From an optimization exercise on the open Yosys and OpenROAD flow, aimed at small area; shortcuts taken in it are not production practice.
The RTL was checked by simulation tests, not by an equivalence proof against the original design.
Power and IR drop assume default switching activity.

**flow/config.mk**
```make
export PLATFORM = sky130hd
export DESIGN_NAME = shizhong
export DESIGN_NICKNAME = shizhong
export VERILOG_FILES = /design/flow/design.v
export SDC_FILE = /design/flow/constraint.sdc
export NUM_CORES = 4
export LEC_CHECK = 0
export CAP_MARGIN = 20
export CORE_MARGIN = 2
export CORE_UTILIZATION = 40
export SLEW_MARGIN = 20
```
**flow/constraint.sdc**
```tcl
create_clock -name core_clock -period 10.0 [get_ports {clk}]
set_input_delay 2.0000 -clock core_clock [delete_from_list [all_inputs] [get_ports {clk}]]
set_output_delay 2.0000 -clock core_clock [all_outputs]
set_load 0.01 [all_outputs]
```
**flow/design.v**
```verilog
module beep(clk, rst_n, key, beep_out);
	input clk, rst_n;
	input [3:0] key;
	output reg beep_out;
	localparam [15:0] X  = 16'hd020;   
	localparam [15:0] T0 = 16'hdc20;   
	localparam [15:0] T1 = 16'hd164;   
	localparam [15:0] T2 = 16'hd133;   
	localparam [15:0] T3 = 16'h9130;   
	reg [15:0] s;
	reg [15:0] lim;
	always @(*)
		case (key)
			4'b1110: lim = T0;
			4'b1101: lim = T1;
			4'b1011: lim = T2;
			4'b0111: lim = T3;
			default: lim = X;
		endcase
	wire eq = (s == lim);
	wire f = s[15] ^ s[13] ^ s[11] ^ s[0] ^ ~|s[14:0];
	always @(posedge clk or negedge rst_n)
		if (!rst_n) begin
			s <= X;
			beep_out <= 1'b1;
		end else begin
			s <= eq ? X : {s[14:0], f};
			beep_out <= beep_out ^ eq;
		end
endmodule
module counter(clk, rst_n, kl, dhh, dhl, dfh, dfl, dmh, dml);
	input clk, rst_n;
	input [3:0] kl;
	output reg [1:0] dhh;
	output reg [3:0] dhl;
	output reg [2:0] dfh;
	output reg [3:0] dfl;
	output reg [2:0] dmh;
	output reg [3:0] dml;
	reg stop;
	reg [7:0] tc;    
	reg [3:0] ml, fl, hl;
	reg [2:0] mh, fh;
	reg [1:0] hh;
	wire flag   = tc[7] & tc[6] & tc[2] & tc[1] & tc[0];
	wire ovf_ml = ml[3] & ml[1];
	wire ovf_mh = mh[2] & mh[1];
	wire ovf_fl = fl[3] & fl[1];
	wire ovf_fh = fh[2] & fh[1];
	wire ovf_h  = hh[1] ? hl[2] : (hl[3] & hl[1]);
	wire st_ml  = flag | kl[2];
	wire st_mh  = ovf_ml;
	wire st_fl  = ovf_mh | kl[3];
	wire st_fh  = ovf_fl;
	wire st_hl  = ovf_fh | kl[1];
	always @(posedge clk or negedge rst_n)
		if (!rst_n) begin
			stop <= 1'b0;
			tc <= 8'd0;
			ml <= 4'd0; mh <= 3'd0; fl <= 4'd0; fh <= 3'd0; hl <= 4'd0; hh <= 2'd0;
			dhh <= 2'd0;
		end else begin
			stop <= stop ^ kl[0];
			if (!stop) tc <= flag ? 8'd0 : tc + 8'd1;
			if (ovf_ml) ml <= 4'd0; else if (st_ml) ml <= ml + 4'd1;
			if (ovf_mh) mh <= 3'd0; else if (st_mh) mh <= mh + 3'd1;
			if (ovf_fl) fl <= 4'd0; else if (st_fl) fl <= fl + 4'd1;
			if (ovf_fh) fh <= 3'd0; else if (st_fh) fh <= fh + 3'd1;
			if (ovf_h)  hl <= 4'd0; else if (st_hl) hl <= hl + 4'd1;
			if (ovf_h)  hh <= hh[1] ? 2'd0 : hh + 2'd1;
			else dhh <= hh;
		end
	always @(posedge clk) begin
		if (!ovf_ml && !st_ml) dml <= ml;
		if (!ovf_mh && !st_mh) dmh <= mh;
		if (!ovf_fl && !st_fl) dfl <= fl;
		if (!ovf_fh && !st_fh) dfh <= fh;
		if (!ovf_h  && !st_hl) dhl <= hl;
	end
endmodule
module display(clk, rst_n, dhh, dhl, dfh, dfl, dmh, dml, sel, seg);
	input clk, rst_n;
	input [1:0] dhh;
	input [3:0] dhl;
	input [2:0] dfh;
	input [3:0] dfl;
	input [2:0] dmh;
	input [3:0] dml;
	output reg [2:0] sel;
	output reg [7:0] seg;
	reg [2:0] dc;    
	reg [3:0] sd;    
	wire dc4 = dc[2];
	wire dc0 = ~(dc[2] | dc[1] | dc[0]);
	wire s5 = sel[2] & ~sel[1] & sel[0];
	wire [2:0] sel_n = dc0 ? (s5 ? 3'd0 : sel + 3'd1) : sel;
	reg [3:0] dsel;
	always @(*)
		case (sel_n)
			3'd0: dsel = {2'b00, dhh};
			3'd1: dsel = dhl;
			3'd2: dsel = {1'b0, dfh};
			3'd3: dsel = dfl;
			3'd4: dsel = {1'b0, dmh};
			default: dsel = dml;
		endcase
	always @(posedge clk or negedge rst_n)
		if (!rst_n) begin
			dc <= 3'd0;
			sel <= 3'd7;
		end else begin
			dc <= dc4 ? 3'd0 : dc + 3'd1;
			sel <= sel_n;
		end
	always @(posedge clk)
		if (!dc4) sd <= dsel;
	wire [3:0] v = sd;
	wire [6:0] s;
	assign s[0] = (v[2]&~v[1]&~v[0]) | (~v[3]&~v[2]&~v[1]&v[0]);
	assign s[1] = v[2] & (v[1] ^ v[0]);
	assign s[2] = ~v[2] & v[1] & ~v[0];
	assign s[3] = (v[2]&~v[1]&~v[0]) | (v[2]&v[1]&v[0]) | (~v[3]&~v[2]&~v[1]&v[0]);
	assign s[4] = v[0] | (v[2]&~v[1]);
	assign s[5] = (v[1]&v[0]) | (~v[2]&v[1]) | (~v[3]&~v[2]&v[0]);
	assign s[6] = (v[2]&v[1]&v[0]) | (~v[3]&~v[2]&~v[1]);
	always @(*)
		seg = {1'b1, s | {7{~rst_n}}};
endmodule
module key_module(clk, rst_n, key, kl);
	input clk, rst_n;
	input [3:0] key;
	output reg [3:0] kl;
	reg [5:0] kc;    
	reg kp;          
	wire k40 = kc[5] & kc[3];
	always @(posedge clk)
		kp <= ~&key;
	always @(posedge clk or negedge rst_n)
		if (!rst_n) begin
			kc <= 6'd0;
			kl <= 4'd0;
		end else begin
			kc <= k40 ? 6'd0 : kc + 6'd1;
			kl <= {4{k40 & kp}} & ~key;
		end
endmodule
module shizhong(clk, key, rst_n, seg, sel, beep_out);
	input clk, rst_n;
	input [3:0] key;
	output [7:0] seg;
	output [2:0] sel;
	output beep_out;
	wire [3:0] kl;
	wire [1:0] dhh;
	wire [3:0] dhl, dfl, dml;
	wire [2:0] dfh, dmh;
	key_module key_module(.clk(clk), .rst_n(rst_n), .key(key), .kl(kl));
	counter counter(.clk(clk), .rst_n(rst_n), .kl(kl),
		.dhh(dhh), .dhl(dhl), .dfh(dfh), .dfl(dfl), .dmh(dmh), .dml(dml));
	display display(.clk(clk), .rst_n(rst_n),
		.dhh(dhh), .dhl(dhl), .dfh(dfh), .dfl(dfl), .dmh(dmh), .dml(dml),
		.sel(sel), .seg(seg));
	beep beep(.clk(clk), .rst_n(rst_n), .key(key), .beep_out(beep_out));
endmodule
```
**flow/run.sh**
```bash
#!/bin/bash
# synth_recipe.tcl (not shown) runs the flow's synth.tcl, then flattens the netlist and writes it again
# the make line also repeats each setting of config.mk as NAME=value (left out here)
make -C /OpenROAD-flow-scripts/flow DESIGN_CONFIG=/design/flow/config.mk WORK_HOME=/design/flow/orfs CLKGATE_MAP_FILE= SYNTH_SCRIPT=/design/flow/synth_recipe.tcl finish
```
==> load_flow_metrics.sql <==
INSERT INTO impl_metrics (metric_group, metric, value, unit) VALUES
('run_status', 'status', 'timing/DRC/antenna clean', ''),
('synthesis', 'synth_cell_type_count', '56', ''),
('synthesis', 'synth-main-ff-cell', 'sky130_fd_sc_hd__dfrtp_1', ''),
('route', 'wire_per_inst', '12.9', 'µm'),
('sta', 'clock.fmax', '177', 'MHz'),
('cells_and_area', 'drive_above_1_share', '9.65', '%'),
('setup_path', 'crit_type', 'in -> out', ''),
('synthesis', 'synth_cells', '355', ''),
('setup_path', 'crit_path_top_delay_cell', 'sky130_fd_sc_hd__buf_4', ''),
('placement', 'detailedPlacementHpwl', '4.49', 'mm'),
('power', 'power_frac_seq', '55.2', '%'),
('sta', 'max_slew.worst_pin.slew', '0.846', 'ns'),
('power', 'swShare', '22.4', '%'),
('setup_path', 'cp_data_arrival_time', '3.65', 'ns'),
('cells_and_area', 'finish.net_count', '384', ''),
('clock_network', 'tritoncts', 'built', ''),
('sta', 'worst_clock_skew', '0.00899', 'ns'),
('synthesis', 'synthesis.area_per_instance', '11.2', 'µm²'),
('clock_network', 'tritoncts.num_buffers', '9', ''),
('clock_network', 'tritoncts_num_sinks', '87', ''),
('setup_path', 'worst_setup_path_start_kind', 'input pin', ''),
('synthesis', 'ys_seq_area_share', '57.5', '%'),
('sta', 'setup_total_negative_slack', '0', 'ns'),
('die', 'floorplan.die.height', '104', 'µm'),
('die', 'fp-row-count', '36', ''),
('die', 'ioPinCount', '18', ''),
('sta', 'post-route-min-period', '5.65', 'ns'),
('power', 'power.static_leakage', '1.97', 'nW'),
('synthesis', 'synth-warning-count', '4', ''),
('route', 'drt-vias-per-instance', '5.03', ''),
('grt', 'grt_first_pass_wirelength', '11.6', 'mm'),
('route', 'num_vias', '2547', ''),
('power', 'power_density', '161', 'mW/mm²'),
('synthesis', 'postSynthRegisterBits', '87', ''),
('power', 'p_sw', '162', 'µW'),
('grt', 'grt_pass1_vias', '2493', ''),
('run', 'maxCapViolations', '0', ''),
('clock_network', 'clockRootBuffer', 'sky130_fd_sc_hd__clkbuf_8', ''),
('synthesis', 'synth_enable_flop_cells', '22', ''),
('clock_network', 'cts_htree_levels', '3', ''),
('route', 'routed_wl', '6.54', 'mm'),
('clock_network', 'clkSlewWorstSetupHoldPaths', '0.08', 'ns'),
('sta', 'finalHoldViolations', '0', ''),
('power', 'max-vdd-ir-drop', '71.6', 'µV'),
('setup_path', 'crit_chain', 'buf_2, buf_4, o21ai_0, nand2b_1, clkdlybuf4s50_1', ''),
('power', 'combinationalPowerShare', '6.5', '%'),
('setup_path', 'critical_path.max_fanout', '70', ''),
('die', 'floorplan.initialDensity', '41.0', '%'),
('power', 'p_int', '559', 'µW'),
('route', 'antenna_violating_nets_post_route', '0', ''),
('route', 'drtIter0Drc', '114', ''),
('setup_path', 'end_kind', 'primary output', ''),
('clock_network', 'max-clock-path-buffers', '2', ''),
('synthesis', 'synthesis.area', '0.00399', 'mm²'),
('die', 'fp.coreArea', '0.00973', 'mm²'),
('synthesis', 'synth_fp_nets', '371', ''),
('clock_network', 'clock_latency', '0.35', 'ns'),
('clock_network', 'post_cts_resize_count', '0', ''),
('sta', 'slew_violations', '0', ''),
('route', 'tritonroute_pass_1_iters', '4', ''),
('cells_and_area', 'layoutNonFillerInstCount', '506', ''),
('sta', 'fin_crit_sh', '56.5', '%'),
('clock_network', 'ctsHoldBuffers', '0', ''),
('grt', 'grt_start_max_net_pins', '71', ''),
('cells_and_area', 'number_of_inserted_diodes', '0', ''),
('route', 'drc', '0', ''),
('grt', 'track_usage', '13.2', '%'),
('setup_path', 'cpPeakStageDelay', '0.64', 'ns'),
('sta', 'setup_violations', '0', ''),
('clock_network', 'postCtsSetupBuffers', '0', ''),
('placement', 'place.detailed.instances', '490', ''),
('worst_hold_path', 'min-delay-path-class', 'reg -> reg', ''),
('power', 'proportion_of_power_drawn_by_the_clock_network', '38.2', '%'),
('die', 'die_area', '0.0108', 'mm²'),
('die', 'chipWidth', '104', 'µm'),
('grt', 'grt_antenna_before_repair', '0', ''),
('placement', 'placement.io_buffers', '16', ''),
('grt', 'grt_overflow', '0', ''),
('sta', 'grt_setup_unrepaired', 'false', ''),
('cells_and_area', 'syn_to_final_growth', '12.3', '%'),
('sta', 'slew_headroom', '43.6', '%'),
('setup_path', 'timing.critical_path.required', '8.00', 'ns'),
('synthesis', 'share_of_synthesized_registers_carrying_an_async_set_or_reset', '73.6', '%'),
('placement', 'gp_routability_congestion', '0.790', '');
## synthesized netlist by cell type, drive strengths merged, types with 7 or more instances
master	number	share of area [%]
a21oi	22	2.9
o21ai	11	1.4
edfxtp	22	17
xor2	8	1.8
nand3	14	1.9
o22ai	7	1.1
dfrtp	56	35
inv	11	1.0
a21o	7	1.3
ha	10	3.1
nor2	33	3.1
nand2	21	2.0
nor2b	17	2.7
clkbuf	10	0.94
mux2i	7	1.8
nor3	7	0.88
dfstp	8	5.3
xnor2	15	3.3
## through the flow
stage          cell area (µm²)  hold slack (ns)  total power, mW  util (%)  setup WS [ns]
2_1_floorplan             3990            0.420            0.434         -           5.63
3_3_place_gp              4240            0.365            0.451      43.6           4.30
3_5_place_dp              4240            0.366            0.454      43.6           4.26
4_1_cts                   4480            0.386            0.730      46.0           4.26
5_1_grt                   4480            0.408            0.756      46.0           4.14
6_report                  4480            0.383            0.721      46.0           4.35
## metal layers
| layer | part of all wire [%] | GRT usage, % | vias up | routed length, µm |
|---|---|---|---|---|
| li1 | - | - | 1283 | - |
| met2 | 45 | 20.7 | 43 | 2950 |
| met3 | 4.1 | 3.40 | 12 | 265 |
| met1 | 49 | 17.6 | 1209 | 3220 |
| met4 | 1.6 | 5.60 | 0 | 105 |
| met5 | 0 | 0 | - | 0 |
## layout by cell type, fill, tap and decap left out, drive strengths merged, types with 5 or more instances in the layout
cell type,synthesis,routed
clkbuf,10,13
nand2,21,21
nor3,7,7
edfxtp,22,22
xnor2,15,15
dfrtp,56,56
o21ai,11,11
xor2,8,8
ha,10,10
nand4b,5,5
nand4,5,5
o22ai,7,7
nor2,33,33
nand3,14,14
a21oi,22,22
mux2i,7,7
dfstp,8,8
clkdlybuf4s50,0,15
nor2b,17,17
inv,11,12
a21o,7,7
## power by group through the flow
stage / clock, mW / sequential [mW] / combinational (mW)
detailed placement: 0 / 0.405 / 0.0482
finish: 0.276 / 0.398 / 0.0470
global route: 0.299 / 0.402 / 0.0550
floorplan: 0 / 0.401 / 0.0330
global placement: 0 / 0.405 / 0.0460
CTS: 0.283 / 0.399 / 0.0483
## flip-flops by register name (all words and copies together), names as in the netlist, 3 cells and up
| name | cells |
|---|---|
| key_module.kc | 6 |
| counter.tc | 8 |
| counter.dmh | 3 |
| counter.mh | 3 |
| display.sel | 3 |
| counter.dhl | 4 |
| counter.dml | 4 |
| display.sd | 4 |
| key_module.kl | 4 |
| counter.dfl | 4 |
| counter.fl | 4 |
| counter.dfh | 3 |
| display.dc | 3 |
| beep.s | 16 |
| counter.fh | 3 |
| counter.hl | 4 |
| counter.ml | 4 |
## worst paths after layout
check                                 to  cells past startpoint  slack (ns)            from
hold reg to reg                beep.s[4]                      0        0.38       beep.s[3]
max in group asynchronous  counter.fl[2]                      2        7.61           rst_n
setup / recovery                  seg[3]                      5        4.35           rst_n
min in group asynchronous  counter.hl[3]                      2        1.84           rst_n
setup reg to reg           display.sd[2]                      5        7.28  display.sel[0]
hold / removal                 beep.s[4]                      0        0.38       beep.s[3]
## worst max-delay path: cells and delay by family
kind / cells / cell delay (ns)
AND/OR/NAND/NOR: 1 / 0.20
AO/OA/AOI/OAI: 1 / 0.24
buffers and inverters: 3 / 1.19
## area by class of cell
class                   instances  area, µm²
inverters                      11       41.3
fillers                       936       5250
multi-input cells             242       1580
clock inverters                 3       45.0
clock buffers                  13        191
flip-flops and latches         87       2290
well taps                     133        166
repair buffers                 17        163
## cells by family (layout without fill, tap and decap cells)
family | after synthesis | in the layout | share of synthesized area, %
XOR/XNOR | 23 | 23 | 5.05
adder cells (fa/ha/maj) | 10 | 10 | 3.14
other | 1 | 1 | 0.0940
multiplexers | 11 | 11 | 2.89
AO/OA/AOI/OAI | 63 | 63 | 10.1
AND/OR/NAND/NOR | 134 | 134 | 18.3
buffers and inverters | 26 | 44 | 2.95
flip-flops | 87 | 87 | 57.5

[static timing again, ports no longer ideal]
The flow's constraints put no driver on any port. The routed layout listed below was extracted and timed again, unchanged, in two steps.
Step 1 (the two cells are an assumption about what drives the block):
set clk [get_ports {clk}]
set_driving_cell -lib_cell sky130_fd_sc_hd__clkbuf_16 $clk
set_driving_cell -lib_cell sky130_fd_sc_hd__buf_2 [delete_from_list [all_inputs] $clk]
Step 2, shift: input delay + t, output delay - t, t = (earliest + latest rising clock arrival at the registers) / 2. This alone moves slack from input paths to output paths.
Three values: ideal, step 1, step 2; two values: the first two.
shift t [ns]: 0.377
setup WS [ns]: 4.354 / 4.329 / 4.329
cell pins on the clock port's net: 1
After both steps setup and hold are still met in this run. The setup slack of this run moves by -0.025 ns with the drivers and by -0.025 ns with both steps.
